From an optimization exercise on the open Yosys and OpenROAD flow, aimed at small area and a short achievable clock period; shortcuts taken in it are not production practice. In this exercise RTL edits were held to simulation tests only and were not proved equivalent to the original.

File: flow/config.mk
export PLATFORM = sky130hd
export DESIGN_NAME = dlfloat16_fpu
export DESIGN_NICKNAME = dlfloat16_fpu
export VERILOG_FILES = /design/flow/design.v
export SDC_FILE = /design/flow/constraint.sdc
export NUM_CORES = 4
export LEC_CHECK = 0
export CAP_MARGIN = 20
export CORE_MARGIN = 2
export CORE_UTILIZATION = 70
export PLACE_DENSITY = 0.8
export SLEW_MARGIN = 20
File: flow/constraint.sdc
create_clock -name core_clock -period 200.0 [get_ports {clk}]
set_input_delay 40.0000 -clock core_clock [delete_from_list [all_inputs] [get_ports {clk}]]
set_output_delay 40.0000 -clock core_clock [all_outputs]
set_load 0.01 [all_outputs]
File: flow/design.v
module rc_add #(parameter W = 8) (
  input  [W-1:0] a,
  input  [W-1:0] b,
  input          ci,
  output [W-1:0] s,
  output         co
);
  wire [W:0] c;
  assign c[0] = ci;
  genvar i;
  generate
    for (i = 0; i < W; i = i + 1) begin : bc
      assign s[i]   = a[i] ^ b[i] ^ c[i];
      assign c[i+1] = (a[i] & b[i]) | (c[i] & (a[i] ^ b[i]));
    end
  endgenerate
  assign co = c[W];
endmodule
module fp_add (
  input  [15:0] x,
  input  [15:0] y,
  input         ys,
  output [19:0] add_pre,
  output [19:0] fma_pre,
  output        mag_gt,     
  output        mag_eq      
);
  wire [5:0] e1 = x[14:9];
  wire [5:0] e2 = y[14:9];
  wire [8:0] m1 = x[8:0];
  wire [8:0] m2 = y[8:0];
  wire       s1 = x[15];
  wire       s2 = ys;
  wire [5:0] u;
  wire       gt;
  rc_add #(6) u_ediff (.a(e1), .b(~e2), .ci(1'b0), .s(u), .co(gt));
  wire       eqe = &u;
  wire       m_lt, m_eq;
  wire [8:0] mdif;
  wire       mge;
  rc_add #(9) u_mcmp (.a(m1), .b(~m2), .ci(1'b1), .s(mdif), .co(mge));
  assign m_lt = ~mge;
  assign m_eq = (m1 == m2);
  assign mag_gt = gt | (eqe & mge & ~m_eq);
  assign mag_eq = eqe & m_eq;
  wire       z    = (e1 == 6'd0) | (e2 == 6'd0);
  wire       same = (s1 == s2);
  wire       xbig = gt | (eqe & mge & ~z);
  wire [5:0] lexp = gt ? e1 : e2;
  wire [8:0] bigm = xbig ? m1 : m2;
  wire [9:0] smlp = gt ? {2'b01, m2[8:1]} : {1'b1, (xbig ? m2 : m1)};
  wire [5:0] amt  = gt ? u : ~u;
  wire       far  = (amt[5:4] != 2'b00) | (amt[3] & (amt[2] | amt[1]));
  wire [9:0] sh1  = amt[0] ? {1'b0, smlp[9:1]} : smlp;
  wire [9:0] sh2  = amt[1] ? {2'b0, sh1[9:2]} : sh1;
  wire [9:0] sh4  = amt[2] ? {4'b0, sh2[9:4]} : sh2;
  wire [9:0] sh8  = amt[3] ? {8'b0, sh4[9:8]} : sh4;
  wire [9:0] smlsh = (z | far) ? 10'd0 : sh8;
  wire       dosub = ~same & ~z;
  wire [9:0] sum_l;
  wire       sum_c;
  rc_add #(10) u_add (.a({1'b1, bigm}), .b(smlsh ^ {10{dosub}}), .ci(dosub), .s(sum_l), .co(sum_c));
  wire       sum10 = sum_c & ~dosub;
  wire [10:0] sum = {sum10, sum_l};
  reg [3:0] lsh;
  always @(*) begin
    casez (sum[9:0])
      10'b1?????????: lsh = 4'd0;
      10'b01????????: lsh = 4'd1;
      10'b001???????: lsh = 4'd2;
      10'b0001??????: lsh = 4'd3;
      10'b00001?????: lsh = 4'd4;
      10'b000001????: lsh = 4'd5;
      10'b0000001???: lsh = 4'd6;
      10'b00000001??: lsh = 4'd7;
      10'b000000001?: lsh = 4'd8;
      10'b0000000001: lsh = 4'd9;
      default:        lsh = 4'd0;
    endcase
  end
  wire [3:0] lshe = sum10 ? 4'd0 : lsh;
  wire [9:0] n0 = sum10 ? sum[10:1] : sum[9:0];
  wire [9:0] n1 = lshe[0] ? {n0[8:0], 1'b0} : n0;
  wire [9:0] n2 = lshe[1] ? {n1[7:0], 2'b0} : n1;
  wire [9:0] n3 = lshe[2] ? {n2[5:0], 4'b0} : n2;
  wire [9:0] nrm = lshe[3] ? {n3[1:0], 8'b0} : n3;
  wire [5:0] fexp;
  wire       fexp_c;
  rc_add #(6) u_fexp (.a(lexp), .b(sum10 ? 6'd0 : ~{2'b0, lsh}), .ci(1'b1), .s(fexp), .co(fexp_c));
  wire sgn = same ? s1 : (eqe & m_eq) ? 1'b0 : (gt | (eqe & mge)) ? s1 : s2;
  wire add_inf  = (&x) | (&y);
  wire add_zero = ~(|x) & ~(|y);
  assign add_pre = add_inf ? 20'h0FFFF : add_zero ? 20'h0 : {sgn, fexp, 1'b0, nrm, 2'b00};
  wire ovf = (lexp == 6'd63) & sum10;
  wire unf = (lexp >= 6'd1) & (lexp <= 6'd8) & ~sum10 & ({2'b0, lsh} > lexp);
  wire [15:0] f16 = ovf ? (sgn ? 16'hFDFE : 16'h7DFE)
                  : unf ? (sgn ? 16'h8201 : 16'h0201)
                  : add_inf ? 16'hFFFF : add_zero ? 16'h0000 : {sgn, fexp, nrm[6:0], 2'b00};
  assign fma_pre = {4'b0, f16};
endmodule
module fp_mul (
  input  [15:0] a,
  input  [15:0] b,
  output [19:0] mul_pre,    
  output [15:0] fprod       
);
  wire [9:0] ma = {1'b1, a[8:0]};
  wire [9:0] mb = {1'b1, b[8:0]};
  wire       s  = a[15] ^ b[15];
  wire [6:0] esum = {1'b0, a[14:9]} + {1'b0, b[14:9]};
  wire [9:0]  acc [0:9];
  wire [9:0]  cy;
  wire [19:0] p;
  assign acc[0] = ma & {10{mb[0]}};
  assign cy[0]  = 1'b0;
  assign p[0]   = acc[0][0];
  genvar j, k;
  generate
    for (j = 1; j < 10; j = j + 1) begin : row
      wire [9:0]  x = {cy[j-1], acc[j-1][9:1]};
      wire [9:0]  y = ma & {10{mb[j]}};
      wire [10:0] c;
      assign c[0] = 1'b0;
      for (k = 0; k < 10; k = k + 1) begin : bc
        assign acc[j][k] = x[k] ^ y[k] ^ c[k];
        assign c[k+1]    = (x[k] & y[k]) | (c[k] & (x[k] ^ y[k]));
      end
      assign cy[j] = c[10];
      assign p[j]  = acc[j][0];
    end
  endgenerate
  assign p[19:10] = {cy[9], acc[9][9:1]};
  wire [5:0]  e_temp = esum[5:0] - 6'd31;
  wire [5:0]  exp = e_temp + {5'b0, p[19]};
  wire [12:0] mant = p[19] ? p[18:6] : p[17:5];
  reg        spec;
  reg [15:0] kc;
  always @(*) begin
    spec = 1'b1;
    if (esum <= 7'd31)                       kc = 16'h0000;
    else if (esum > 7'd94)                   kc = s ? 16'hFDFE : 16'h7DFE;
    else if (esum == 7'd94)                  kc = 16'hFFFF;
    else if (a == 16'hFFFF || b == 16'hFFFF) kc = 16'hFFFF;
    else if (a == 16'h0000 || b == 16'h0000) kc = 16'h0000;
    else begin spec = 1'b0; kc = 16'h0000; end
  end
  assign mul_pre = spec ? {4'b0, kc} : {s, exp, mant};
  assign fprod   = spec ? kc : {s, exp, mant[12:4]};
endmodule
module fp_div (
  input  [15:0] a,
  input  [15:0] b,
  output reg [19:0] pre,
  output reg [4:0]  flags     
);
  wire [9:0] ma = {1'b1, a[8:0]};
  wire [9:0] mb = {1'b1, b[8:0]};
  wire s = a[15] ^ b[15];
  wire az = (a[14:0] == 15'd0);
  wire bz = (b[14:0] == 15'd0);
  wire ainf = (a[14:0] == 15'h7FFF);
  wire binf = (b[14:0] == 15'h7FFF);
  wire [15:3] q;
  wire [9:0]  r [3:15];
  wire [10:0] d15 = {1'b0, ma} - {1'b0, mb};
  assign q[15] = ~d15[10];
  assign r[15] = q[15] ? d15[9:0] : ma;
  genvar i;
  generate
    for (i = 14; i >= 3; i = i - 1) begin : row
      wire [10:0] t = {r[i+1], 1'b0};
      wire [11:0] dif = {1'b0, t} - {2'b0, mb};
      assign q[i] = ~dif[11];
      assign r[i] = q[i] ? dif[9:0] : t[9:0];
    end
  endgenerate
  wire st_hi = ({r[4], 2'b00} >= {2'b00, mb});
  wire st_lo = ({r[3], 2'b00} >= {2'b00, mb});
  wire nz4   = ({r[4], 4'b0000} >= {4'b0000, mb});
  wire [5:0]  e_temp = a[14:9] - b[14:9] + 6'd31;
  wire [5:0]  exp  = e_temp + {5'b0, q[15]};
  wire [12:0] mant = q[15] ? {q[14:4], st_hi, 1'b0} : {q[13:3], st_lo, 1'b0};
  always @(*) begin
    flags = 5'b0;
    if (bz & az)        begin pre = {s, 15'h7FFF, 4'b0}; flags[4] = 1'b1; end
    else if (bz)        begin pre = {s, 15'h7FFF, 4'b0}; flags[0] = 1'b1; end
    else if (ainf)      begin pre = {s, 15'h7FFF, 4'b0}; flags[4] = binf; end
    else if (binf | az) begin pre = {s, 19'b0}; end
    else                begin pre = {s, exp, mant}; flags[3] = nz4; end
  end
endmodule
module sub_w #(parameter W = 4, parameter FAST = 1) (input [W-1:0] a, input [W-1:0] b, input ci, output [W-1:0] d, output ok);
  generate if (FAST) begin : f
    wire [W:0] t = {1'b0, a} + {1'b0, ~b} + {{W{1'b0}}, ci};
    assign d = t[W-1:0];
    assign ok = t[W];
  end else begin : r
    wire [W:0] c;
    wire [W-1:0] nb = ~b;
    assign c[0] = ci;
    genvar i;
    for (i = 0; i < W; i = i + 1) begin : bc
      assign d[i] = a[i] ^ nb[i] ^ c[i];
      assign c[i+1] = (a[i] & nb[i]) | (c[i] & (a[i] ^ nb[i]));
    end
    assign ok = c[W];
  end endgenerate
endmodule
module sq_core #(parameter FASTMASK = 13'h1F00) (input [9:0] i, output [13:0] o);
  wire odd = i[9];
  wire [8:0] m = i[8:0];
  wire [1:0] pr [0:12];
  assign pr[12] = odd ? m[8:7] : m[7:6];
  assign pr[11] = odd ? m[6:5] : m[5:4];
  assign pr[10] = odd ? m[4:3] : m[3:2];
  assign pr[9]  = odd ? m[2:1] : m[1:0];
  assign pr[8]  = {odd & m[0], 1'b0};
  wire [13:0] rt;
  assign rt[13] = 1'b1;
  wire [15:0] rem [0:13];
  assign rem[13] = {14'd0, ~odd & m[8], ~odd & ~m[8]};
  genvar k;
  generate
    for (k = 12; k >= 0; k = k - 1) begin : row
      localparam NB = 13 - k;           
      wire [NB-1:0] root = rt[13 -: NB];
      wire [NB:0]   rp = rem[k+1][NB:0];
      if (k >= 8) begin : d
        wire [NB+2:0] rin = {rp, pr[k]};
        wire [NB+2:0] dif;
        wire q;
        sub_w #(NB+3, FASTMASK[k]) s(.a(rin), .b({1'b0, root, 2'b01}), .ci(1'b1), .d(dif), .ok(q));
        assign rt[k] = q;
        wire [NB+1:0] nr = q ? dif[NB+1:0] : rin[NB+1:0];
        assign rem[k] = {{(16-NB-2){1'b0}}, nr};
      end else begin : z
        wire [NB:0] dif;
        wire q;
        sub_w #(NB+1, FASTMASK[k]) s(.a(rp), .b({1'b0, root}), .ci(1'b0), .d(dif), .ok(q));
        assign rt[k] = q;
        wire [NB+1:0] nr = q ? {dif[NB-1:0], 2'b11} : {rp, 2'b00};
        assign rem[k] = {{(16-NB-2){1'b0}}, nr};
      end
    end
  endgenerate
  assign o = {rt[0] | (rem[1] != 16'd0), rt[12:0]};
endmodule
module fp_sqrt (
  input  [15:0] a,
  output reg [19:0] pre,
  output reg [4:0]  flags     
);
  wire [5:0]  e = a[14:9];
  wire [13:0] sq;
  sq_core u_core (.i({e[0], a[8:0]}), .o(sq));
  wire [6:0] eo = ({1'b0, e} + 7'd31) >> 1;
  always @(*) begin
    flags = 5'b0;
    if (a == 16'h0000)      pre = 20'h00000;
    else if (a[15])         begin pre = 20'hFFFFF; flags[4] = 1'b1; end
    else if (e == 6'd0)     begin pre = 20'h00000; flags[1] = 1'b1; end
    else if (e == 6'd63)    pre = {a, 4'b0};
    else                    begin pre = {1'b0, eo[5:0], sq[12:0]}; flags[3] = sq[13]; end
  end
endmodule
module fp_sign (
  input  [15:0] a,
  input  [15:0] b,
  input  [1:0]  op,
  output [15:0] out
);
  wire neg = (op == 2'b10);
  wire sgn = (op == 2'b11) ? a[15] : (op == 2'b00) ? ~a[15] : (op == 2'b01) ? (a[15] ^ b[15]) : ~a[15];
  assign out = {sgn, neg ? a[14:0] : b[14:0]};
endmodule
module fp_cmp (
  input         sa,
  input         sb,
  input         mgt,
  input         meq,
  input  [1:0]  op,
  output [15:0] out
);
  wire eq  = (sa == sb) & meq;
  wire gt  = (sa != sb) ? ~sa : (~meq & (mgt ^ sa));
  wire lt  = ~eq & ~gt;
  wire r = (op == 2'b11) ? lt : (op == 2'b00) ? eq : gt;
  assign out = {16{r}};
endmodule
module fp_i2f (
  input  [31:0] in_int,
  output [15:0] out
);
  wire sign = in_int[31];
  wire [31:0] low;    
  wire [31:0] ab;
  assign low[0] = 1'b0;
  genvar i;
  generate
    for (i = 1; i < 32; i = i + 1) begin : lo
      assign low[i] = low[i-1] | in_int[i-1];
    end
  endgenerate
  assign ab = in_int ^ ({32{sign}} & low);
  wire s4 = ~|ab[31:16];
  wire [31:0] n1 = s4 ? {ab[15:0], 16'd0} : ab;
  wire s3 = ~|n1[31:24];
  wire [31:0] n2 = s3 ? {n1[23:0], 8'd0} : n1;
  wire s2 = ~|n2[31:28];
  wire [31:0] n3 = s2 ? {n2[27:0], 4'd0} : n2;
  wire s1 = ~|n3[31:30];
  wire [31:0] n4 = s1 ? {n3[29:0], 2'd0} : n3;
  wire s0 = ~n4[31];
  wire [31:0] n5 = s0 ? {n4[30:0], 1'd0} : n4;
  wire [5:0] ex = 6'd62 - {1'b0, s4, s3, s2, s1, s0};
  assign out = ab[31] ? 16'hFF00 : {sign, ex, n5[30:22]};
endmodule
module fp_f2i (
  input  [15:0] a,
  output hi31,    
  output hi,      
  output lo       
);
  wire ez = (a[14:9] == 6'd0);
  wire pinf = (a[14:9] == 6'd63) & ~a[15];
  assign hi31 = ~ez & ~pinf;
  assign hi = pinf;
  assign lo = pinf;
endmodule
module fp_round (
  input  [19:0] in1,
  input         rn,
  output [15:0] out
);
  wire g = in1[3];
  wire r = in1[2];
  wire s = in1[1] | in1[0];
  wire inc = rn & g & (~(r ^ s) | in1[4]);
  assign out = {in1[19], in1[18:4] + {14'b0, inc}};
endmodule
module dlfloat16_fpu (
  input             clk,
  input             rst_n,
  input      [3:0]  op,
  input      [2:0]  rm,
  input      [31:0] op1,
  input      [15:0] op2,
  input      [15:0] op3,
  output     [31:0] result,
  output            invalid,
  output            inexact,
  output            overflow,
  output            underflow,
  output            div_by_zero
);
  localparam OP_ADD   = 4'd0;
  localparam OP_SUB   = 4'd1;
  localparam OP_MUL   = 4'd2;
  localparam OP_DIV   = 4'd3;
  localparam OP_SQRT  = 4'd4;
  localparam OP_FMA   = 4'd5;
  localparam OP_FMS   = 4'd6;
  localparam OP_SGNJ  = 4'd7;
  localparam OP_SGNJN = 4'd8;
  localparam OP_SGNJX = 4'd9;
  localparam OP_NEG   = 4'd10;
  localparam OP_FLT   = 4'd11;
  localparam OP_FEQ   = 4'd12;
  localparam OP_FGT   = 4'd13;
  localparam OP_F2I   = 4'd14;
  localparam OP_I2F   = 4'd15;
  reg [3:0]  q_op;
  reg        q_rn;
  reg [15:0] q_a, q_b, q_c;
  always @(posedge clk) begin
    q_op <= op;
    q_rn <= (rm == 3'd0);
    q_a  <= op1[15:0];
    q_b  <= op2;
    q_c  <= op[3] ? op1[31:16] : op3;    
  end
  wire is_sub  = (q_op == OP_SUB);
  wire is_fma  = (q_op == OP_FMA) | (q_op == OP_FMS);
  wire is_fms  = (q_op == OP_FMS);
  wire [19:0] mul_pre;
  wire [15:0] fprod;
  fp_mul u_mul (.a(q_a), .b(q_b), .mul_pre(mul_pre), .fprod(fprod));
  wire [15:0] addend = {q_c[15] ^ is_fms, q_c[14:0]};
  wire [15:0] ax = is_fma ? fprod  : q_a;
  wire [15:0] ay = is_fma ? addend : q_b;
  wire        ys = is_fma ? addend[15] : (q_b[15] ^ is_sub);
  wire [19:0] add_pre, fma_pre;
  wire mag_gt, mag_eq;
  fp_add u_add (.x(ax), .y(ay), .ys(ys), .add_pre(add_pre), .fma_pre(fma_pre), .mag_gt(mag_gt), .mag_eq(mag_eq));
  wire [19:0] div_pre, sqrt_pre;
  wire [4:0]  div_flags, sqrt_flags;
  fp_div  u_div  (.a(q_a), .b(q_b), .pre(div_pre), .flags(div_flags));
  fp_sqrt u_sqrt (.a(q_a), .pre(sqrt_pre), .flags(sqrt_flags));
  reg [19:0] to_round;
  always @(*) begin
    case (q_op)
      OP_ADD, OP_SUB: to_round = add_pre;
      OP_MUL:         to_round = mul_pre;
      OP_DIV:         to_round = div_pre;
      OP_SQRT:        to_round = sqrt_pre;
      default:        to_round = fma_pre;
    endcase
  end
  wire [15:0] rounded;
  fp_round u_round (.in1(to_round), .rn(q_rn), .out(rounded));
  wire [15:0] sgn_out;
  fp_sign u_sign (.a(q_a), .b(q_b), .op(q_op[1:0]), .out(sgn_out));
  wire [15:0] cmp_out;
  fp_cmp u_cmp (.sa(q_a[15]), .sb(q_b[15]), .mgt(mag_gt), .meq(mag_eq), .op(q_op[1:0]), .out(cmp_out));
  wire [15:0] i2f_out;
  fp_i2f u_i2f (.in_int({q_c, q_a}), .out(i2f_out));
  wire f2i_hi31, f2i_hi, f2i_lo;
  fp_f2i u_f2i (.a(q_a), .hi31(f2i_hi31), .hi(f2i_hi), .lo(f2i_lo));
  reg [15:0] res_lo;
  always @(*) begin
    case (q_op)
      OP_SGNJ, OP_SGNJN, OP_SGNJX, OP_NEG: res_lo = sgn_out;
      OP_FLT, OP_FEQ, OP_FGT:              res_lo = cmp_out;
      OP_F2I:                              res_lo = {16{f2i_lo}};
      OP_I2F:                              res_lo = i2f_out;
      default:                             res_lo = rounded;
    endcase
  end
  wire is_f2i  = (q_op == OP_F2I);
  wire is_div  = (q_op == OP_DIV);
  wire is_sqrt = (q_op == OP_SQRT);
  wire [4:0] flags = is_div ? div_flags : is_sqrt ? sqrt_flags : 5'b0;
  reg [15:0] r_lo;
  reg        r_31, r_hi;
  reg        r_inv, r_inx, r_unf, r_dbz;
  always @(posedge clk) begin
    if (!rst_n) begin
      r_lo <= 16'b0; r_31 <= 1'b0; r_hi <= 1'b0;
      r_inv <= 1'b0; r_inx <= 1'b0; r_unf <= 1'b0; r_dbz <= 1'b0;
    end else begin
      r_lo  <= res_lo;
      r_31  <= is_f2i & f2i_hi31;
      r_hi  <= is_f2i & f2i_hi;
      r_inv <= flags[4];
      r_inx <= flags[3];
      r_unf <= flags[1];
      r_dbz <= flags[0];
    end
  end
  assign result      = {r_31, {15{r_hi}}, r_lo};
  assign invalid     = r_inv;
  assign inexact     = r_inx;
  assign overflow    = 1'b0;    
  assign underflow   = r_unf;
  assign div_by_zero = r_dbz;
endmodule
File: flow/flow/run.sh
#!/bin/bash
# Own flow: the standard layout (standard.sh, all steps) with these changes:
#  - synthesis keeps the large units (SYNTH_HIERARCHICAL 1, SYNTH_MINIMUM_KEEP_SIZE 1000)
#    until ABC has mapped them, then flattens as synth_recipe.tcl does;
#  - ABC maps the divider (module fp_div, the critical path) with flow/fast.abc and every
#    other module with flow/area.abc, an area-oriented script, instead of ORFS's script;
#  - no full-adder extraction before ABC (ADDER_MAP_FILE empty), so ABC maps the adders;
#  - port buffers are sky130_fd_sc_hd__buf_1 (BUFFER_PORTS_ARGS) instead of the default.
# Registers, floorplan, placement, CTS and routing are the standard flow's own.
set -euo pipefail
W="$(cd "$(dirname "${BASH_SOURCE[0]}")/.." && pwd)"
cd "$W"
{
  head -n 1 synth_recipe.tcl
  cat <<TCL
proc abc {args} {
  set i [lsearch \$args -script]
  set fast \$args
  lset fast [expr {\$i + 1}] {$W/flow/fast.abc}
  set area \$args
  lset area [expr {\$i + 1}] {$W/flow/area.abc}
  yosys tee -o {$W/abc_modules.log} ls
  if {[catch { yosys abc {*}\$fast fp_div } err]} { puts "abc fp_div: \$err" }
  foreach m {dlfloat16_fpu fp_sqrt sq_core fp_mul fp_add fp_i2f fp_round fp_sign fp_cmp fp_f2i} {
    if {[catch { yosys abc {*}\$area \$m } err]} { puts "abc \$m: \$err" }
  }
}
TCL
  tail -n +2 synth_recipe.tcl
} > own_synth.tcl
sed -e "s#SYNTH_SCRIPT=[^ ]*#SYNTH_SCRIPT=$W/own_synth.tcl SYNTH_HIERARCHICAL=1 SYNTH_MINIMUM_KEEP_SIZE=1000 ADDER_MAP_FILE= BUFFER_PORTS_ARGS='-buffer_cell sky130_fd_sc_hd__buf_1'#" standard.sh > own_standard.sh
grep -q "SYNTH_SCRIPT=$W/own_synth.tcl" own_standard.sh
bash own_standard.sh > own_flow.log 2>&1
File: flow/flow/area.abc
strash
balance
rewrite
refactor
balance
rewrite
rewrite -z
balance
refactor -z
rewrite -z
balance
dch -f
amap
topo
stime -c
dnsize -c
File: flow/flow/fast.abc
strash
ifraig
scorr
dc2
strash
dch -f
map -a
topo
stime -c
dnsize -c
File: flow/standard.sh
#!/bin/bash
# synth_recipe.tcl (not shown) runs the flow's synth.tcl, then flattens the netlist and writes it again
# the make line also repeats each setting of config.mk as NAME=value (left out here)
make -C /OpenROAD-flow-scripts/flow DESIGN_CONFIG=/design/flow/config.mk WORK_HOME=/design/flow/orfs CLKGATE_MAP_FILE= SYNTH_SCRIPT=/design/flow/synth_recipe.tcl "${@:-finish}"
==> key figures, run 1 <==
Place
  – # port buffers: ~110
  – Global placer's final weighted congestion: 1.04
  – Detailed Place HPWL: 53000 µm

Job
  – Max-Cap Viols: 0

Detailed routing
  – Drt drc: 0
  – 1st-pass router iterations: 12
  – DRT Wirelength: 71500 µm
  – Via/cell ratio: approximately 6.9
  – Via count: 26600
  – 1st-iter DRT viols: approximately 4400
  – Antenna-violating nets left: 0
  – Routed len/inst: between 15 and 20 µm

Worst hold path
  – HP Class: reg2reg
  – Hold Startpoint: q_op[3]

Clock tree
  – Worst skew pair latency: around 0.4 ns
  – Hold_buf cts: 0
  – H-tree Lvls: 3
  – Worst-path clk slew: 0.08 ns
  – Deepest clock path buffer count: 2
  – Post-CTS Setup Repair Bufs: 0
  – CTS resizes: 0
  – CTS sink cnt: 75
  – CTS tree: yes
  – CTS Buf Count: 9
  – Clk Tree Root Cell: clkbuf_16

Timing
  – Hold_ws: around 0.56 ns
  – Post-route setup TNS: 0 ns
  – # setup viols final: 0
  – Crit share post-route: between 20% and 30%
  – Final Hold Vio Count: 0
  – Worst slew slack as a fraction of its limit: 29.8%
  – Clk_skew: 0.0327 ns
  – Min Tclk post-route: approximately 41 ns
  – Max-slew violations: 0
  – Slew @ Worst Pin: approximately 1.0 ns
  – RSZ-0062 raised after global routing: false
  – Fmax: approximately 24 MHz

Finish
  – N_diodes: 0
  – # fillers: slightly above 2000
  – Post-layout util: 76.5%
  – Area growth, synth to finish: 6.92%
  – Layout cells sized above 1: under 10%
  – Final net count: between 3000 and 4000

Critical path
  – WP data required: roughly 200 ns
  – Kind of critical path: in2reg
  – Crit. End Element: register
  – R2r startpoint: q_b[0]
  – CP delay by family, top: buffers and inverters
  – CP max stage cell: clkinv_1
  – WP buf/inv: 2
  – Critical Path Start Type: primary input
  – Max incr delay on CP: ~0.85 ns
  – Crit path cell chain: buf_1 > clkinv_1 > a221oi_1
  – CP arrival: around 42 ns
  – Critical path origin: rst_n
  – Worst-path maximum fanout: 19

Global routing
  – All-Layer GR Usage: between 50% and 60%
  – Initial antenna violation count: 1
  – Vias in the first global route: about 24000
  – Largest net degree at the start of global routing: 36
  – GRT overflow: 0
  – Global-route wire length before repair: 113000 µm

Die
  – Ports: 110
  – Die ar.: roughly 27000 µm²
  – # rows: 58
  – Die width: 165 µm
  – Starting density of the core: 71.6%
  – CORE AREA: roughly 25000 µm²
  – Die Height: between 150 and 200 µm

Synth
  – Avg Inst Size Synth: between 5 and 6 µm²
  – Cells after Synth: between 3000 and 4000
  – Synthesized cell area: between 15000 and 20000 µm²
  – Ys Warns: 20

Outcome
  – Outcome: complete, no violations
## metrics by stage
| step | area, µm² | std cells | worst slack, ns |
|---|---|---|---|
| after floorplan | 18100 | 3394 | 159.30 |
| after global placement | 19000 | 3847 | 158.54 |
| after detailed placement | 19000 | 3847 | 158.43 |
| after CTS | 19300 | 3863 | 158.78 |
| after global routing | 19300 | 3863 | 158.62 |
| final | 19300 | 3863 | 158.62 |
## cell usage in the layout, fill, tap and decap left out, types with 20 or more instances in the layout
cell	count
nand2_1	727
nor2_1	643
clkinv_1	400
o21ai_0	335
a21oi_1	203
o22ai_1	178
o21a_1	170
buf_1	108
dfxtp_1	75
nor3_1	58
xor2_1	56
nand3_1	54
a31oi_1	40
nand4_1	38
buf_4	38
a22oi_1	36
xnor2_1	36
nor4_1	28
o32ai_1	23
or2_2	20
## tightest hold or removal path: stages, from the launching register on
cell and delay [ns]:
dfxtp_1 0.37, nand3_1 0.09, nor4_1 0.05
## registers in the layout (all words and copies together), names as in the netlist, 4 cells and up
| name | cells |
|---|---|
| q_a | 16 |
| q_b | 16 |
| q_c | 16 |
| r_lo | 16 |
| q_op | 4 |
## layout make-up
cell class	instances	area, µm²	share of cell area (%)
sequential	75	1500	7.77
multi-input combinational	2896	14900	77.2
tap	330	413	2.14
inverter	400	1500	7.77
clock inverter	7	66.3	0.343
timing repair buffer	146	691	3.57
clock buffer	9	225	1.17
## path summary, 6_finish.rpt
| path | cells after the start | endpoint | slack, ns |
|---|---|---|---|
| worst max-delay path | 3 | r_lo[1] | 158.62 |
| worst min-delay path | 2 | r_31 | 0.56 |
| worst max register to register | 197 | r_lo[0] | 163.19 |
| worst min register to register | 2 | r_31 | 0.56 |
## layer usage
layer / track usage [%] / vias up / routed length (µm)
met5: 0 / - / 0
met2: 80.2 / 2131 / 29900
met1: 58.8 / 11500 / 25000
met3: 17.4 / 672 / 10800
met4: 33.5 / 0 / 5680
li1: - / 12300 / -
==> inputs of run 2 (changes only) <==
==> flow/flow/fast.abc (replaced) <==
strash
dc2
dch -f
map -a
topo
stime -c
dnsize -c
--- a/flow/config.mk
+++ b/flow/config.mk
@@ -9,4 +9,3 @@
 export CORE_MARGIN = 2
-export CORE_UTILIZATION = 70
-export PLACE_DENSITY = 0.8
+export CORE_UTILIZATION = 60
 export SLEW_MARGIN = 20
==> run 2 against run 1 <==
Still clean. Critical path depth is the same. Critical path type unchanged. Die area grew 12%. Sequential share of layout area grew 0.20 points. First-iteration DRC count fell by 34%. Count of clock-buffer cells in the layout up 2.
==> key figures, run 2 <==
Critical path
  – Flop-to-flop setup slack: 161.46 ns
  – CP delay by family, top: buffers and inverters
  – WP buf/inv: 2
  – Critical path origin: rst_n
  – CP max stage cell: clkinv_1
  – Crit path cell chain: buf_1 > clkinv_1 > nor4_1
  – Critical Path Start Type: primary input
  – Max incr delay on CP: about 0.76 ns
  – Crit. End Element: register
  – Worst-path maximum fanout: 19
  – Kind of critical path: in2reg
  – CP arrival: ~41 ns
  – R2r startpoint: q_b[0]
  – WP data required: ~200 ns

Detailed routing
  – Routed len/inst: 17.9 µm
  – Antenna-violating nets left: 0
  – 1st-pass router iterations: 10
  – DRT Wirelength: about 67000 µm
  – Via/cell ratio: ~6.5
  – Drt drc: 0
  – Via count: around 25000
  – 1st-iter DRT viols: between 2000 and 3000

Global routing
  – Initial antenna violation count: 0
  – Global-route wire length before repair: around 100000 µm
  – All-Layer GR Usage: 41.9%
  – Largest net degree at the start of global routing: 36
  – GRT overflow: 0
  – Vias in the first global route: ~21000

Clock tree
  – Post-CTS Setup Repair Bufs: 0
  – CTS sink cnt: 75
  – Deepest clock path buffer count: 2
  – CTS resizes: 0
  – CTS tree: yes
  – H-tree Lvls: 3
  – Hold_buf cts: 0
  – CTS Buf Count: 9
  – Clk Tree Root Cell: clkbuf_16
  – Worst-path clk slew: approximately 0.06 ns
  – Worst skew pair latency: roughly 0.37 ns

Die
  – Starting density of the core: 60.8%
  – CORE AREA: about 29000 µm²
  – Ports: 110
  – Die Height: 175 µm
  – # rows: 62
  – Die ar.: 30500 µm²
  – Die width: 175 µm

Timing
  – # setup viols final: 0
  – Max-slew violations: 0
  – Min Tclk post-route: a little over 40 ns
  – Slew @ Worst Pin: between 1 and 1.5 ns
  – Setup ws final: approximately 160 ns
  – RSZ-0062 raised after global routing: false
  – Clk_skew: 0.0162 ns
  – Crit share post-route: about a fifth
  – Worst slew slack as a fraction of its limit: between 20% and 30%
  – Fmax: around 24 MHz
  – Final Hold Vio Count: 0
  – Post-route setup TNS: 0 ns

Worst hold path
  – Hold Startpoint: q_op[3]
  – HP Class: reg2reg

Finish
  – Commonest non-fill, non-tap cell in the layout: nand2_1
  – Post-layout util: between 60 and 70%
  – Most frequent cells in the layout: nand2_1 (745), nor2_1 (553), clkinv_1 (348), o21ai_0 (335), a21oi_1 (193)
  – Layout cells sized above 1: 2.40%
  – Final net count: ~3400
  – N_diodes: 0
  – Area growth, synth to finish: 8.02%
  – Final Cell Area: ~19000 µm²

Place
  – Placed inst area: approximately 19000 µm²
  – Detailed Place HPWL: 50800 µm
  – Global placer's final weighted congestion: ~1.1
  – Place WS: about 160 ns
  – # port buffers: around 110

Job
  – Max-Cap Viols: 0

Outcome
  – Outcome: complete, no violations

Synth
  – Cells after Synth: around 3200
  – Avg Inst Size Synth: about 5.4 µm²
  – Synthesized cell area: approximately 17000 µm²
  – Ys Warns: 20
-- run 2: stage by stage --
step           instances  hold slack [ns]
2_1_floorplan       3238            0.490
3_3_place_gp        3749            0.611
4_1_cts             3764            0.611
5_1_grt             3764            0.635
6_report            3764            0.658
3_5_place_dp        3749            0.604
-- run 2: tightest hold or removal path, delay by kind of cell (launching register included) --
kind             cells  cell delay (ns)
flip-flops           1             0.40
AND/OR/NAND/NOR      2             0.21
-- run 2: cell type report --
cell class,instances,area (µm²)
multi-input cells,2792,14500
fillers,2752,9860
flip-flops and latches,75,1500
inverters,348,1310
repair buffers,150,721
well taps,384,480
clock buffers,11,243
clock inverters,4,98.8
-- run 2: final timing paths --
check,endpoint,cells after the start
min,r_31,2
max reg2reg,r_lo[0],222
min reg2reg,r_31,2
max,r_31,3
-- run 2: metal layers --
| layer | vias to the layer above | global-route usage (%) | part of all wire (%) |
|---|---|---|---|
| met5 | - | 0 | 0.030 |
| met3 | 398 | 7.11 | 11 |
| met4 | 2 | 27.1 | 7.4 |
| met2 | 1510 | 68.0 | 43 |
| met1 | 10900 | 51.3 | 38 |
| li1 | 11800 | - | - |
==> inputs of run 3 (changes only) <==
==> flow/flow/area.abc (replaced) <==
strash
&get -n
&deepsyn -T 20
&put
dch -f
amap
topo
stime -c
dnsize -c
==> flow/flow/fast.abc (replaced) <==
strash
ifraig
scorr
dc2
strash
dch -f
map -a
topo
stime -c
dnsize -c
==> run 3 against run 2 <==
Clock skew is 0.00081 ns lower. Non-clock buffer count down 8. Sequential cell count unchanged. Count of clock-buffer cells in the layout fell by 2. Critical endpoint is now r_lo[12]. Maximum frequency shrank 1.8%. Highest routed layer unchanged. Register-to-register slack gained 2.3 ns.
==> key figures, run 3 <==
Finish
  – Most frequent cells in the layout: nor2_1 (712), nand2_1 (616), o21ai_0 (400), clkinv_1 (386), a21oi_1 (258)
  – Layout cells sized above 1: ~2.4%
  – Post-layout util: ~65%
  – Area occupied by multi-input gates: between 10000 and 15000 µm²
  – Final net count: 3503
  – FF/Latch Area: ~1500 µm²
  – Commonest non-fill, non-tap cell in the layout: nor2_1
  – # fillers: between 2000 and 3000
  – Area growth, synth to finish: 7.58%

Critical path
  – CP delay by family, top: buffers and inverters
  – Critical Path Start Type: primary input
  – Worst-path maximum fanout: 18
  – Kind of critical path: in2reg
  – Crit. End Element: register
  – WP buf/inv: 3
  – CP arrival: 42.17 ns
  – CP max stage cell: clkinv_1
  – CP dominant cell by count: clkinv_1
  – WP data required: roughly 200 ns
  – Max incr delay on CP: 0.69 ns
  – Crit path cell chain: buf_1 > clkinv_1 > nor2_1 > clkinv_1 > o32ai_1

Worst hold path
  – HP Class: reg2reg

Clock tree
  – CTS Buf Count: 9
  – CTS tree: yes
  – CTS sink cnt: 75
  – Clk Tree Root Cell: clkbuf_16
  – Worst skew pair latency: 0.38 ns
  – Worst-path clk slew: roughly 0.07 ns
  – H-tree Lvls: 3
  – Post-CTS Setup Repair Bufs: 0
  – CTS resizes: 0
  – Hold_buf cts: 0
  – Deepest clock path buffer count: 2

Detailed routing
  – Routed len/inst: between 15 and 20 µm
  – Antenna-violating nets left: 0
  – DRT Wirelength: 68100 µm
  – Via count: between 20000 and 25000
  – Via/cell ratio: roughly 6.4
  – 1st-iter DRT viols: slightly above 3000
  – 1st-pass router iterations: 9
  – Drt drc: 0

Timing
  – Max-slew violations: 0
  – Min Tclk post-route: approximately 42 ns
  – Clk_skew: roughly 0.015 ns
  – # setup viols final: 0
  – Final Hold Vio Count: 0
  – Fmax: roughly 24 MHz
  – Crit share post-route: 21.0%
  – Worst slew slack as a fraction of its limit: around 20%
  – Slew @ Worst Pin: 1.19 ns
  – Post-route setup TNS: 0 ns
  – RSZ-0062 raised after global routing: false
  – Setup ws final: between 150 and 200 ns

Place
  – Detailed Place HPWL: between 50000 and 60000 µm
  – Place WS: roughly 160 ns
  – Global placer's final weighted congestion: between 1 and 1.5
  – # port buffers: 108

Die
  – Die ar.: 30100 µm²
  – Die Height: between 150 and 200 µm
  – # rows: between 60 and 70
  – Ports: 110
  – CORE AREA: ~28000 µm²
  – Die width: 173 µm
  – Starting density of the core: just over 60%

Synth
  – Avg Inst Size Synth: about 5.2 µm²
  – Ys Warns: 20
  – Synthesized cell area: about 17000 µm²
  – Cells after Synth: between 3000 and 4000

Job
  – Max-Cap Viols: 0

Global routing
  – Largest net degree at the start of global routing: 31
  – Vias in the first global route: around 22000
  – All-Layer GR Usage: between 40 and 50%
  – Initial antenna violation count: 2
  – Global-route wire length before repair: 107000 µm
  – GRT overflow: 0

Outcome
  – Outcome: complete, no violations
## run 3: cell count changes in the layout (fill, tap and decap cells not counted), sizes merged, moves of 13 or more
cell,before,now
a211oi,12,31
a21oi,193,258
a22oi,39,24
clkinv,349,387
nand2,745,616
nor2,554,712
o21a,170,48
o21ai,337,401
o221a,18,3
o22ai,177,163
xor2,69,56
## run 3: path summary, 6_finish.rpt
| path | from | endpoint | slack, ns | cells past startpoint |
|---|---|---|---|---|
| setup / recovery | rst_n | r_lo[12] | 158.05 | 5 |
| hold / removal | q_op[2] | r_31 | 0.79 | 3 |
| setup reg to reg | q_b[0] | r_lo[0] | 163.77 | 194 |
| hold reg to reg | q_op[2] | r_31 | 0.79 | 3 |
## run 3: layout make-up
| cell class | instances | area share, % |
|---|---|---|
| inverter | 386 | 7.81 |
| tap | 384 | 2.59 |
| multi-input combinational | 2816 | 76.3 |
| antenna | 2 | 0.0270 |
| sequential | 75 | 8.10 |
| clock buffer | 9 | 1.21 |
| clock inverter | 7 | 0.405 |
| timing repair buffer | 142 | 3.56 |
## run 3: worst register-to-register path: cells and delay by family, from the launching register on
kind	cells	cell delay [ns]
AND/OR/NAND/NOR	99	14.03
flip-flops	1	0.31
buffers and inverters	32	7.74
AO/OA/AOI/OAI	62	13.88
XOR/XNOR	1	0.13
## run 3: routing by layer
metal  vias to the layer above  track usage (%)  share of wire [%]
li1                      11800                -                  -
met1                     10700             54.7                 39
met2                      1538             68.4                 42
met3                       390             8.20                 12
met4                         2             27.6                7.1
met5                         -                0              0.019
## run 3: through the flow
stage	area (µm²)	hold WS [ns]	instances
2_1_floorplan	17200	0.613	3300
3_3_place_gp	18200	0.761	3803
3_5_place_dp	18200	0.736	3803
4_1_cts	18500	0.765	3819
5_1_grt	18500	0.845	3819
6_report	18500	0.790	3821
==> inputs of run 4 (changes only) <==
--- a/flow/flow/run.sh
+++ b/flow/flow/run.sh
@@ -4,3 +4,4 @@
 #    until ABC has mapped them, then flattens as synth_recipe.tcl does;
-#  - ABC maps the divider (module fp_div, the critical path) with flow/fast.abc and every
+#  - ABC maps the divider (module fp_div, the critical path) with flow/fast.abc (delay
+#    target 22 ns) and every
 #    other module with flow/area.abc, an area-oriented script, instead of ORFS's script;
==> flow/flow/fast.abc (replaced) <==
strash
&get -n
&deepsyn -T 20
&put
dch -f
map -D 22000
topo
stime -c
dnsize -c
==> run 4 against run 3 <==
Non-clock buffer count decreased by 2. Sequential share of layout area is 0.67 points higher. Wire length shrank 8.8%. Area after synthesis is 7.6% lower. Maximum frequency is 0.60% higher.
==> key figures, run 4 <==
Outcome
  – Outcome: complete, no violations

Die
  – Ports: 110
  – Die ar.: ~28000 µm²
  – Die width: between 150 and 200 µm
  – # rows: 59
  – CORE AREA: between 20000 and 30000 µm²
  – Starting density of the core: 61.1%
  – Die Height: between 150 and 200 µm

Global routing
  – Vias in the first global route: roughly 20000
  – Global-route wire length before repair: between 90000 and 100000 µm
  – GRT overflow: 0
  – Initial antenna violation count: 2
  – All-Layer GR Usage: 42.7%
  – Largest net degree at the start of global routing: 31

Detailed routing
  – DRT Wirelength: a little over 60000 µm
  – 1st-iter DRT viols: around 2700
  – Drt drc: 0
  – Via/cell ratio: 6.57
  – Via count: 22400
  – 1st-pass router iterations: 8
  – Antenna-violating nets left: 0
  – Routed len/inst: 18.3 µm

Critical path
  – WP data required: between 200 and 250 ns
  – CP arrival: between 40 and 50 ns
  – Crit. End Element: register
  – Worst-path maximum fanout: 18
  – Kind of critical path: in2reg
  – R2R cell count: between 200 and 250
  – Critical Path Start Type: primary input

Synth
  – Cells after Synth: 2933
  – Synthesized cell area: roughly 16000 µm²
  – Ys Warns: 20
  – Avg Inst Size Synth: around 5.4 µm²

Finish
  – # fillers: 2546
  – Post-layout util: 65.7%
  – Commonest non-fill, non-tap cell in the layout: nor2_1
  – Layout cells sized above 1: just under 2%
  – FF/Latch Area: roughly 1500 µm²
  – Non-filler cells, final: 3403
  – Area occupied by multi-input gates: 13300 µm²
  – Final Cell Area: 17100 µm²
  – Most frequent cells in the layout: nor2_1 (593), nand2_1 (488), o21ai_0 (361), a21oi_1 (273), clkinv_1 (262)
  – Final net count: 3135
  – Area growth, synth to finish: 7.62%

Clock tree
  – Post-CTS Setup Repair Bufs: 0
  – CTS sink cnt: 75
  – Worst-path clk slew: ~0.08 ns
  – Hold_buf cts: 0
  – CTS resizes: 0
  – CTS Buf Count: 9
  – Worst skew pair latency: approximately 0.37 ns
  – CTS tree: yes
  – Clk Tree Root Cell: clkbuf_16
  – H-tree Lvls: 3
  – Deepest clock path buffer count: 2

Timing
  – Worst slew slack as a fraction of its limit: ~28%
  – # setup viols final: 0
  – RSZ-0062 raised after global routing: false
  – Final Hold Vio Count: 0
  – Min Tclk post-route: 41.70 ns
  – Slew @ Worst Pin: 1.06 ns
  – Fmax: around 24 MHz
  – Clk_skew: about 0.029 ns
  – Max-slew violations: 0
  – Crit share post-route: a little over a fifth
  – Post-route setup TNS: 0 ns

Worst hold path
  – HP Class: reg2reg
  – Hold Path Depth: 3

Place
  – # port buffers: 108
  – Detailed Place HPWL: approximately 47000 µm
  – Global placer's final weighted congestion: about 1.1
  – Cell count after placement: ~3400
  – Placed inst area: 16800 µm²

Job
  – Max-Cap Viols: 0
run 4: routing by layer:
metal  GRT usage, %  vias to the layer above  routed length (µm)
li1               -                    10800                   -
met1           53.1                     9791               23700
met2           68.6                     1393               26600
met3           8.34                      359                7550
met4           24.7                        2                4260
met5              0                        -                  13
run 4: worst paths after layout:
| kind | slack, ns | endpoint | from |
|---|---|---|---|
| setup reg to reg | 162.32 | r_lo[0] | q_b[0] |
| hold / removal | 0.80 | r_31 | q_op[2] |
| hold reg to reg | 0.80 | r_31 | q_op[2] |
| setup / recovery | 158.30 | r_lo[6] | rst_n |
run 4: critical path, stage by stage:
cell and delay (ns):
buf_1 0.36, clkinv_1 0.73, nor2_1 0.36, clkinv_1 0.21, o32ai_1 0.30
run 4: final cells by class:
cell class / instances / share of cell area (%)
Antenna cell: 1 / 0.0146
Clock inverter: 5 / 0.365
Tap cell: 335 / 2.45
Inverter: 262 / 5.74
Multi-Input combinational cell: 2574 / 77.5
Sequential cell: 75 / 8.76
Timing Repair Buffer: 140 / 3.77
Clock buffer: 11 / 1.42
run 4: per-stage QoR:
step | setup WS (ns) | hold WS, ns
2_1_floorplan | 159.07 | 0.613
3_3_place_gp | 158.15 | 0.768
3_5_place_dp | 158.06 | 0.763
4_1_cts | 158.42 | 0.784
5_1_grt | 157.38 | 0.818
6_report | 158.30 | 0.800
==> inputs of run 5 (changes only) <==
--- a/flow/config.mk
+++ b/flow/config.mk
@@ -10,2 +10,2 @@
 export CORE_UTILIZATION = 60
-export SLEW_MARGIN = 20
+export SLEW_MARGIN = 60
==> run 5 against run 4 <==
Still clean on timing, DRC and antenna. Worst hold slack worse by 0.015 ns. Global-route usage is 0.27 points higher. Critical path depth did not move. Die area did not move. Maximum frequency up 0.87%. Clock skew shrank 0.012 ns. Core utilization up 0.93 points. Critical endpoint is now r_lo[4]. Largest cell class unchanged.
==> key figures, run 5 <==
Clock tree
  – CTS Buf Count: 9
  – Worst skew pair latency: between 0.3 and 0.4 ns
  – H-tree Lvls: 3
  – Clk Tree Root Cell: clkbuf_16
  – Hold_buf cts: 0
  – CTS sink cnt: 75
  – Worst-path clk slew: approximately 0.080 ns
  – CTS resizes: 0
  – Deepest clock path buffer count: 2
  – Post-CTS Setup Repair Bufs: 0
  – CTS tree: yes

Timing
  – RSZ-0062 raised after global routing: false
  – Clk_skew: between 0.015 and 0.02 ns
  – Worst slew slack as a fraction of its limit: 55.7%
  – Slew @ Worst Pin: 0.659 ns
  – Max-slew violations: 0
  – Post-route setup TNS: 0 ns
  – Min Tclk post-route: 41.34 ns
  – Fmax: approximately 24 MHz
  – # setup viols final: 0
  – Setup ws final: 158.66 ns
  – Final Hold Vio Count: 0
  – Crit share post-route: 20.7%

Critical path
  – CP delay by family, top: buffers and inverters
  – Max incr delay on CP: 0.46 ns
  – Critical Path Start Type: primary input
  – R2r endpoint: r_lo[0]
  – Crit. End Element: register
  – R2r startpoint: q_b[0]
  – Flop-to-flop setup slack: 163.51 ns
  – WP data required: between 200 and 250 ns
  – Crit path cell chain: buf_1 > clkinv_2 > nor2_1 > clkinv_1 > o32ai_1
  – Levels on crit path: 5
  – CP arrival: 41.61 ns
  – Worst-path maximum fanout: 18
  – WP buf/inv: 3
  – CP max stage cell: clkinv_2
  – R2R cell count: 237
  – Kind of critical path: in2reg

Die
  – CORE AREA: 26100 µm²
  – # rows: slightly below 60
  – Die Height: roughly 170 µm
  – Starting density of the core: between 60% and 70%
  – Die width: 167 µm
  – Ports: 110
  – Die ar.: around 28000 µm²

Global routing
  – All-Layer GR Usage: a little over two fifths
  – Vias in the first global route: roughly 20000
  – Global-route wire length before repair: roughly 100000 µm
  – Initial antenna violation count: 0
  – Largest net degree at the start of global routing: 31
  – GRT overflow: 0

Job
  – Max-Cap Viols: 0

Detailed routing
  – Drt drc: 0
  – DRT Wirelength: ~63000 µm
  – Via/cell ratio: between 6 and 7
  – Routed len/inst: around 18 µm
  – 1st-pass router iterations: 11
  – Antenna-violating nets left: 0
  – Via count: around 23000
  – 1st-iter DRT viols: between 2000 and 3000

Synth
  – Ys Warns: 20
  – Synthesized cell area: roughly 16000 µm²
  – Avg Inst Size Synth: 5.43 µm²
  – Cells after Synth: a little under 3000

Finish
  – # fillers: about 2500
  – Most frequent cells in the layout: nor2_1 (583), nand2_1 (488), o21ai_0 (356), a21oi_1 (270), clkinv_1 (246)
  – Final net count: roughly 3100
  – Commonest non-fill, non-tap cell in the layout: nor2_1
  – Area growth, synth to finish: 9.13%
  – Layout cells sized above 1: about 4.1%

Place
  – Place WS: 158.42 ns
  – Global placer's final weighted congestion: around 1.1
  – Detailed Place HPWL: roughly 48000 µm
  – # port buffers: about 110

Outcome
  – Outcome: complete, no violations

Worst hold path
  – Hold Startpoint: q_op[2]
  – Hold Path Depth: 3
  – Hold EP: r_31
  – HP Class: reg2reg
## run 5: cell count changes in the layout (fill, tap and decap cells not counted), moves of 5 or more
cell	delta
a2111oi_0	-5
clkinv_1	-16
clkinv_2	+11
dfxtp_1	-8
dfxtp_2	+8
inv_2	+5
nor2_1	-10
nor2_2	+7
nor4_1	-6
nor4_2	+6
o21ai_0	-5
o22ai_1	-8
o22ai_2	+8
## run 5: cell type report
cell class / count / area, µm² / area share, %
Tap cell: 335 / 419 / 2.41
Inverter: 262 / 997 / 5.74
Timing Repair Buffer: 144 / 664 / 3.82
Sequential cell: 75 / 1510 / 8.70
Clock buffer: 9 / 225 / 1.30
Antenna cell: 1 / 2.50 / 0.0144
Multi-Input combinational cell: 2574 / 13500 / 77.5
Clock inverter: 7 / 82.6 / 0.475
## run 5: worst reg2reg max path: cells and delay by family, from the launching register on
kind	cells	cell delay, ns
flip-flops	1	0.30
buffers and inverters	14	2.84
AO/OA/AOI/OAI	82	16.35
XOR/XNOR	1	0.34
AND/OR/NAND/NOR	140	16.62
## run 5: worst max-delay path by stage
stage	start	slack, ns	end
3_3_place_gp	rst_n	158.15	r_lo[4]
5_1_grt	rst_n	158.64	r_lo[11]
3_5_place_dp	rst_n	158.42	r_lo[11]
2_1_floorplan	rst_n	159.07	r_lo[11]
6_report	rst_n	158.66	r_lo[4]
4_1_cts	rst_n	158.80	r_lo[11]
## run 5: per-stage QoR
stage	area (µm²)	hold slack (ns)	cells	util [%]
floorplan	15900	0.613	2934	-
global placement	16800	0.768	3386	64.6
detailed placement	17000	0.776	3388	65.2
CTS	17300	0.797	3404	66.4
global route	17400	0.852	3406	66.7
finish	17400	0.785	3407	66.7
## run 5: routing by layer
metal  part of all wire (%)  GRT usage (%)
met1                     38           52.1
met2                     42           68.5
met3                     12           10.8
met4                    7.4           25.6
met5                      0              0
==> inputs of run 6 (changes only) <==
--- a/flow/design.v
+++ b/flow/design.v
@@ -381,2 +381,58 @@
   end
+  wire [15:0] res_lo;
+  wire        nx_31, nx_hi;
+  wire [4:0]  flags;
+  fpu_comb u_comb (.q_op(q_op), .q_rn(q_rn), .q_a(q_a), .q_b(q_b), .q_c(q_c),
+                   .res_lo(res_lo), .nx_31(nx_31), .nx_hi(nx_hi), .flags(flags));
+  reg [15:0] r_lo;
+  reg        r_31, r_hi;
+  reg        r_inv, r_inx, r_unf, r_dbz;
+  always @(posedge clk) begin
+    if (!rst_n) begin
+      r_lo <= 16'b0; r_31 <= 1'b0; r_hi <= 1'b0;
+      r_inv <= 1'b0; r_inx <= 1'b0; r_unf <= 1'b0; r_dbz <= 1'b0;
+    end else begin
+      r_lo  <= res_lo;
+      r_31  <= nx_31;
+      r_hi  <= nx_hi;
+      r_inv <= flags[4];
+      r_inx <= flags[3];
+      r_unf <= flags[1];
+      r_dbz <= flags[0];
+    end
+  end
+  assign result      = {r_31, {15{r_hi}}, r_lo};
+  assign invalid     = r_inv;
+  assign inexact     = r_inx;
+  assign overflow    = 1'b0;    
+  assign underflow   = r_unf;
+  assign div_by_zero = r_dbz;
+endmodule
+module fpu_comb (
+  input  [3:0]  q_op,
+  input         q_rn,
+  input  [15:0] q_a,
+  input  [15:0] q_b,
+  input  [15:0] q_c,
+  output [15:0] res_lo,
+  output        nx_31,
+  output        nx_hi,
+  output [4:0]  flags
+);
+  localparam OP_ADD   = 4'd0;
+  localparam OP_SUB   = 4'd1;
+  localparam OP_MUL   = 4'd2;
+  localparam OP_DIV   = 4'd3;
+  localparam OP_SQRT  = 4'd4;
+  localparam OP_FMA   = 4'd5;
+  localparam OP_FMS   = 4'd6;
+  localparam OP_SGNJ  = 4'd7;
+  localparam OP_SGNJN = 4'd8;
+  localparam OP_SGNJX = 4'd9;
+  localparam OP_NEG   = 4'd10;
+  localparam OP_FLT   = 4'd11;
+  localparam OP_FEQ   = 4'd12;
+  localparam OP_FGT   = 4'd13;
+  localparam OP_F2I   = 4'd14;
+  localparam OP_I2F   = 4'd15;
   wire is_sub  = (q_op == OP_SUB);
@@ -418,10 +474,10 @@
   fp_f2i u_f2i (.a(q_a), .hi31(f2i_hi31), .hi(f2i_hi), .lo(f2i_lo));
-  reg [15:0] res_lo;
+  reg [15:0] res_lo_r;
   always @(*) begin
     case (q_op)
-      OP_SGNJ, OP_SGNJN, OP_SGNJX, OP_NEG: res_lo = sgn_out;
-      OP_FLT, OP_FEQ, OP_FGT:              res_lo = cmp_out;
-      OP_F2I:                              res_lo = {16{f2i_lo}};
-      OP_I2F:                              res_lo = i2f_out;
-      default:                             res_lo = rounded;
+      OP_SGNJ, OP_SGNJN, OP_SGNJX, OP_NEG: res_lo_r = sgn_out;
+      OP_FLT, OP_FEQ, OP_FGT:              res_lo_r = cmp_out;
+      OP_F2I:                              res_lo_r = {16{f2i_lo}};
+      OP_I2F:                              res_lo_r = i2f_out;
+      default:                             res_lo_r = rounded;
     endcase
@@ -431,26 +487,6 @@
   wire is_sqrt = (q_op == OP_SQRT);
-  wire [4:0] flags = is_div ? div_flags : is_sqrt ? sqrt_flags : 5'b0;
-  reg [15:0] r_lo;
-  reg        r_31, r_hi;
-  reg        r_inv, r_inx, r_unf, r_dbz;
-  always @(posedge clk) begin
-    if (!rst_n) begin
-      r_lo <= 16'b0; r_31 <= 1'b0; r_hi <= 1'b0;
-      r_inv <= 1'b0; r_inx <= 1'b0; r_unf <= 1'b0; r_dbz <= 1'b0;
-    end else begin
-      r_lo  <= res_lo;
-      r_31  <= is_f2i & f2i_hi31;
-      r_hi  <= is_f2i & f2i_hi;
-      r_inv <= flags[4];
-      r_inx <= flags[3];
-      r_unf <= flags[1];
-      r_dbz <= flags[0];
-    end
-  end
-  assign result      = {r_31, {15{r_hi}}, r_lo};
-  assign invalid     = r_inv;
-  assign inexact     = r_inx;
-  assign overflow    = 1'b0;    
-  assign underflow   = r_unf;
-  assign div_by_zero = r_dbz;
+  assign flags = is_div ? div_flags : is_sqrt ? sqrt_flags : 5'b0;
+  assign res_lo = res_lo_r;
+  assign nx_31 = is_f2i & f2i_hi31;
+  assign nx_hi = is_f2i & f2i_hi;
 endmodule
--- a/flow/flow/run.sh
+++ b/flow/flow/run.sh
@@ -24,3 +24,3 @@
   if {[catch { yosys abc {*}\$fast fp_div } err]} { puts "abc fp_div: \$err" }
-  foreach m {dlfloat16_fpu fp_sqrt sq_core fp_mul fp_add fp_i2f fp_round fp_sign fp_cmp fp_f2i} {
+  foreach m {dlfloat16_fpu fpu_comb fp_sqrt sq_core fp_mul fp_add fp_i2f fp_round fp_sign fp_cmp fp_f2i} {
     if {[catch { yosys abc {*}\$area \$m } err]} { puts "abc \$m: \$err" }
==> run 6 against run 5 <==
Worst hold slack got worse by 0.011 ns. Core utilization is 0.26 points higher. Via count fell by 0.92%. Maximum frequency increased by 0.55%. Design area is 0.67% higher. Critical path depth down 4. Global-route usage up 1.2 points. Largest cell class unchanged.
==> key figures, run 6 <==
Clock tree
  – CTS resizes: 0
  – H-tree Lvls: 3
  – Clk Tree Root Cell: clkbuf_16
  – Worst-path clk slew: ~0.070 ns
  – Post-CTS Setup Repair Bufs: 0
  – Deepest clock path buffer count: 2
  – Worst skew pair latency: around 0.37 ns
  – Hold_buf cts: 0
  – CTS tree: yes
  – CTS sink cnt: 75
  – CTS Buf Count: 9

Die
  – Die Height: 167 µm
  – CORE AREA: ~26000 µm²
  – Die ar.: about 28000 µm²
  – Ports: 110
  – Die width: ~170 µm
  – Starting density of the core: about three fifths
  – # rows: slightly below 60

Timing
  – Slew @ Worst Pin: about 0.7 ns
  – RSZ-0062 raised after global routing: false
  – Worst slew slack as a fraction of its limit: 53.3%
  – # setup viols final: 0
  – Min Tclk post-route: about 41 ns
  – Max-slew violations: 0
  – Clk_skew: about 0.018 ns
  – Fmax: around 24 MHz
  – Final Hold Vio Count: 0
  – Crit share post-route: between 20 and 25%
  – Post-route setup TNS: 0 ns

Critical path
  – Flop-to-flop setup slack: roughly 160 ns
  – WP data required: ~160 ns
  – Critical path origin: r_hi
  – Worst-path maximum fanout: 15
  – CP max stage cell: dfxtp_1
  – R2R cell count: roughly 230
  – Levels on crit path: 1
  – R2r endpoint: r_lo[0]
  – CP arrival: 1.11 ns
  – Crit path cell chain: buf_1
  – Critical Path Start Type: register
  – CP delay by family, top: flip-flops
  – Max incr delay on CP: between 0.5 and 0.6 ns
  – Worst Setup EP: result[27]
  – Kind of critical path: reg2out
  – Crit. End Element: primary output
  – WP buf/inv: 1
  – R2r startpoint: q_b[1]

Finish
  – Final Cell Area: around 17000 µm²
  – Layout cells sized above 1: around 4.5%
  – Commonest non-fill, non-tap cell in the layout: nor2_1
  – Area growth, synth to finish: 9.41%
  – Final net count: around 3100
  – # fillers: 2434
  – Most frequent cells in the layout: nor2_1 (556), nand2_1 (465), o21ai_0 (316), a21oi_1 (298), clkinv_1 (243)

Synth
  – Synthesized cell area: 16000 µm²
  – Cells after Synth: about 2900
  – Avg Inst Size Synth: 5.52 µm²
  – Ys Warns: 21

Detailed routing
  – Via count: ~22000
  – DRT Wirelength: approximately 64000 µm
  – 1st-iter DRT viols: roughly 3000
  – Drt drc: 0
  – Routed len/inst: around 19 µm
  – 1st-pass router iterations: 19
  – Via/cell ratio: ~6.7
  – Antenna-violating nets left: 0

Global routing
  – Largest net degree at the start of global routing: 34
  – Initial antenna violation count: 1
  – All-Layer GR Usage: between 40% and 50%
  – Vias in the first global route: 19800
  – Global-route wire length before repair: 100000 µm
  – GRT overflow: 0

Job
  – Max-Cap Viols: 0

Outcome
  – Outcome: complete, no violations

Worst hold path
  – HP Class: reg2reg

Place
  – # port buffers: around 110
  – Global placer's final weighted congestion: 1.06
  – Detailed Place HPWL: approximately 50000 µm
  – Placed inst area: 17000 µm²
run 6: cell types whose count changed in the layout (fill, tap and decap cells not counted), moves of 23 or more:
cell     previous run  this run
nor2_1            583       556
o21ai_0           356       316
nand2_1           488       465
o22a_1             12        40
a21oi_1           270       298
nor2b_1            25        52
run 6: metal layers:
layer,share of wire [%],vias to the layer above,global-route usage [%]
met5,0.017,-,0
met4,7.8,2,29.9
met3,11,400,9.90
met2,44,1376,71.5
met1,38,9957,52.1
li1,-,10700,-
run 6: through the flow:
step	setup slack, ns	util, %	cells	hold slack (ns)
final	158.89	66.9	3369	0.775
after global routing	158.80	66.9	3366	0.790
after CTS	158.89	66.4	3364	0.745
after detailed placement	158.88	65.1	3348	0.735
after global placement	158.88	64.6	3348	0.740
after floorplan	159.30	-	2897	0.615
run 6: worst reg2reg max path, delay by kind of cell, from the launching register on:
family                     cells  cell delay (ns)
AOI/OAI and AO/OA             92            17.45
xor gates and xnor gates       2             0.37
adders and majority gates      1             0.40
buffers and inverters         10             1.96
and+or+nand+nor              123            15.58
DFF                            1             0.31
run 6: how the worst min path moves through the flow:
stage             from  slack, ns  cells after the start    to
6_report       q_op[2]       0.77                      3  r_hi
5_1_grt        q_op[2]       0.79                      3  r_hi
4_1_cts        q_op[2]       0.75                      3  r_31
3_5_place_dp   q_op[2]       0.74                      3  r_hi
3_3_place_gp   q_op[2]       0.74                      3  r_hi
2_1_floorplan  q_op[2]       0.61                      3  r_31
run 6: final cells by class:
type                            instances  area [µm²]  area share, %
Antenna cell                            3        7.51         0.0429
Clock buffer                           11         243           1.39
Clock inverter                          5        85.1          0.486
Inverter                              255         966           5.52
Multi-Input combinational cell       2544       13600           77.8
Sequential cell                        75        1510           8.66
Tap cell                              335         419           2.40
Timing Repair Buffer                  141         648           3.71
==> inputs of run 7 (changes only) <==
--- a/flow/config.mk
+++ b/flow/config.mk
@@ -10,2 +10,2 @@
 export CORE_UTILIZATION = 60
-export SLEW_MARGIN = 60
+export SLEW_MARGIN = 20
==> run 7 against run 6 <==
Synthesized cell count is the same. Core utilization is 1.1 points lower. Via count rose by 0.30%. First-iteration DRC count decreased by 5.1%. Clock skew up 0.0055 ns. Global-route usage is 0.064 points higher. Still clean. Setup slack improved by 0.0070 ns. Cell count down 0.15%. Sequential share of layout area up 0.067 points. Highest routed layer is now met4. Die area is the same. Sequential cell count unchanged. Critical endpoint is now result[17].
==> key figures, run 7 <==
Outcome
  – Outcome: complete, no violations

Timing
  – Crit share post-route: between 20% and 30%
  – Clk_skew: approximately 0.024 ns
  – # setup viols final: 0
  – Setup ws final: 158.89 ns
  – Fmax: ~24 MHz
  – Slew @ Worst Pin: between 1 and 1.5 ns
  – Min Tclk post-route: roughly 40 ns
  – Hold_ws: 0.745 ns
  – Max-slew violations: 0
  – Final Hold Vio Count: 0
  – Worst slew slack as a fraction of its limit: 29.8%

Die
  – Starting density of the core: about three fifths
  – Die width: 167 µm
  – Ports: between 100 and 150
  – Die ar.: about 28000 µm²
  – # rows: around 60
  – Die Height: ~170 µm
  – CORE AREA: around 26000 µm²

Critical path
  – Kind of critical path: reg2out
  – CP max stage cell: dfxtp_1
  – R2r endpoint: r_lo[0]
  – WP buf/inv: 1
  – Worst-path maximum fanout: 15
  – CP delay by family, top: flip-flops
  – Crit path cell chain: buf_1
  – WP data required: 160.00 ns
  – Flop-to-flop setup slack: approximately 160 ns
  – Crit. End Element: primary output
  – Max incr delay on CP: 0.54 ns
  – Critical Path Start Type: register

Clock tree
  – Worst skew pair latency: around 0.37 ns
  – H-tree Lvls: 3
  – CTS Buf Count: 9
  – Post-CTS Setup Repair Bufs: 0
  – Worst-path clk slew: approximately 0.090 ns
  – Hold_buf cts: 0
  – CTS resizes: 0
  – Deepest clock path buffer count: 2

Global routing
  – Initial antenna violation count: 1
  – GRT overflow: 0
  – Vias in the first global route: approximately 20000
  – All-Layer GR Usage: roughly 44%
  – Largest net degree at the start of global routing: 34

Synth
  – Cells after Synth: between 2000 and 3000
  – Synthesized cell area: between 15000 and 20000 µm²
  – Ys Warns: 21
  – Avg Inst Size Synth: approximately 5.5 µm²

Worst hold path
  – Hold Path Depth: 3
  – HP Class: reg2reg
  – Hold EP: r_31

Detailed routing
  – Drt drc: 0
  – Via count: 22500
  – Routed len/inst: ~19 µm
  – 1st-pass router iterations: 12
  – Via/cell ratio: roughly 6.7
  – 1st-iter DRT viols: about 2900

Place
  – Detailed Place HPWL: between 40000 and 50000 µm
  – # port buffers: roughly 110
  – Place WS: between 150 and 200 ns

Finish
  – Final net count: between 3000 and 4000
  – Area growth, synth to finish: 7.67%
  – Post-layout util: roughly two thirds
  – N_diodes: 0
  – Most frequent cells in the layout: nor2_1 (568), nand2_1 (465), o21ai_0 (324), a21oi_1 (301), clkinv_1 (255)
  – Layout cells sized above 1: 2.24%
  – Commonest non-fill, non-tap cell in the layout: nor2_1

Job
  – Max-Cap Viols: 0
[run 7: changes by cell type in the layout (fill, tap and decap cells not counted), moves of 4 or more]
cell	change
o22ai_1	+14
nor2_1	+12
clkinv_1	+12
dfxtp_2	-10
o21ai_1	-5
nor2_2	-9
clkinv_2	-7
a2111oi_2	-4
o21ai_0	+8
a2111oi_0	+6
dfxtp_1	+10
o22ai_2	-14
inv_2	-5
[run 7: how the worst max path moves through the flow]
| stage | start | end | slack (ns) | depth (start not counted) |
|---|---|---|---|---|
| floorplan | r_hi | result[16] | 159.30 | 1 |
| global placement | rst_n | r_lo[0] | 158.88 | 3 |
| detailed placement | rst_n | r_lo[6] | 158.75 | 3 |
| CTS | r_hi | result[18] | 158.89 | 1 |
| global route | q_b[3] | r_lo[0] | 157.67 | 223 |
| finish | r_hi | result[17] | 158.89 | 1 |
[run 7: cell type report]
type | count | area, µm²
timing repair buffer | 139 | 638
sequential | 75 | 1500
fill | 2497 | 8920
multi-input combinational | 2544 | 13400
tap | 335 | 419
clock buffer | 11 | 243
inverter | 255 | 957
clock inverter | 5 | 85.1
[run 7: routing by layer]
layer | vias to the layer above | track usage, % | routed length, µm
li1 | 10700 | - | -
met1 | 9946 | 53.9 | 24400
met2 | 1467 | 71.6 | 27600
met3 | 390 | 8.25 | 7440
met4 | 0 | 28.4 | 4890
met5 | - | 0 | 0
[run 7: metrics by stage]
stage	std cells	instance area, µm²
2_1_floorplan	2897	16000
3_3_place_gp	3348	16900
3_5_place_dp	3348	16900
4_1_cts	3364	17200
5_1_grt	3364	17200
6_report	3364	17200

==> port drivers added, routing unchanged <==
The results above use ideal ports. As a check the final layouts listed here were re-extracted and re-timed, cells and wires unchanged.
Step 1 (the two cells are an assumption about what drives the block):
set clk [get_ports {clk}]
set_driving_cell -lib_cell sky130_fd_sc_hd__clkbuf_16 $clk
set_driving_cell -lib_cell sky130_fd_sc_hd__buf_2 [delete_from_list [all_inputs] $clk]
Step 2, shift: input delay + t, output delay - t, t = (earliest + latest rising clock arrival at the registers) / 2. This alone moves slack from input paths to output paths.
Three values: no drivers, after step 1, after step 2; two values: the first two.
| run | shift t [ns] | setup WS [ns] | latest minus earliest clock arrival (ns) | worst data-port slew with drivers (ns) | cell pins on the clock port's net |
|---|---|---|---|---|---|
| run 1 | 0.422 | 158.615 / 158.639 / 158.217 | 0.033 / 0.033 | 0.05 | 1 |
| run 2 | 0.414 | 158.807 / 158.825 / 158.423 | 0.016 / 0.016 | 0.03 | 1 |
| run 3 | 0.426 | 158.049 / 158.074 / 157.648 | 0.016 / 0.016 | 0.04 | 1 |
| run 4 | 0.413 | 158.302 / 158.331 / 157.917 | 0.029 / 0.028 | 0.04 | 1 |
| run 5 | 0.410 | 158.660 / 158.688 / 158.278 | 0.017 / 0.017 | 0.04 | 1 |
| run 6 | 0.409 | 158.886 / 158.835 / 158.875 | 0.020 / 0.020 | 0.04 | 1 |
| run 7 | 0.407 | 158.893 / 158.842 / 158.709 | 0.024 / 0.024 | 0.04 | 1 |
After both steps setup and hold are still met in every run listed. For run 3, which loses most, drivers alone change the setup slack by +0.025 ns; drivers and shift together by -0.401 ns.
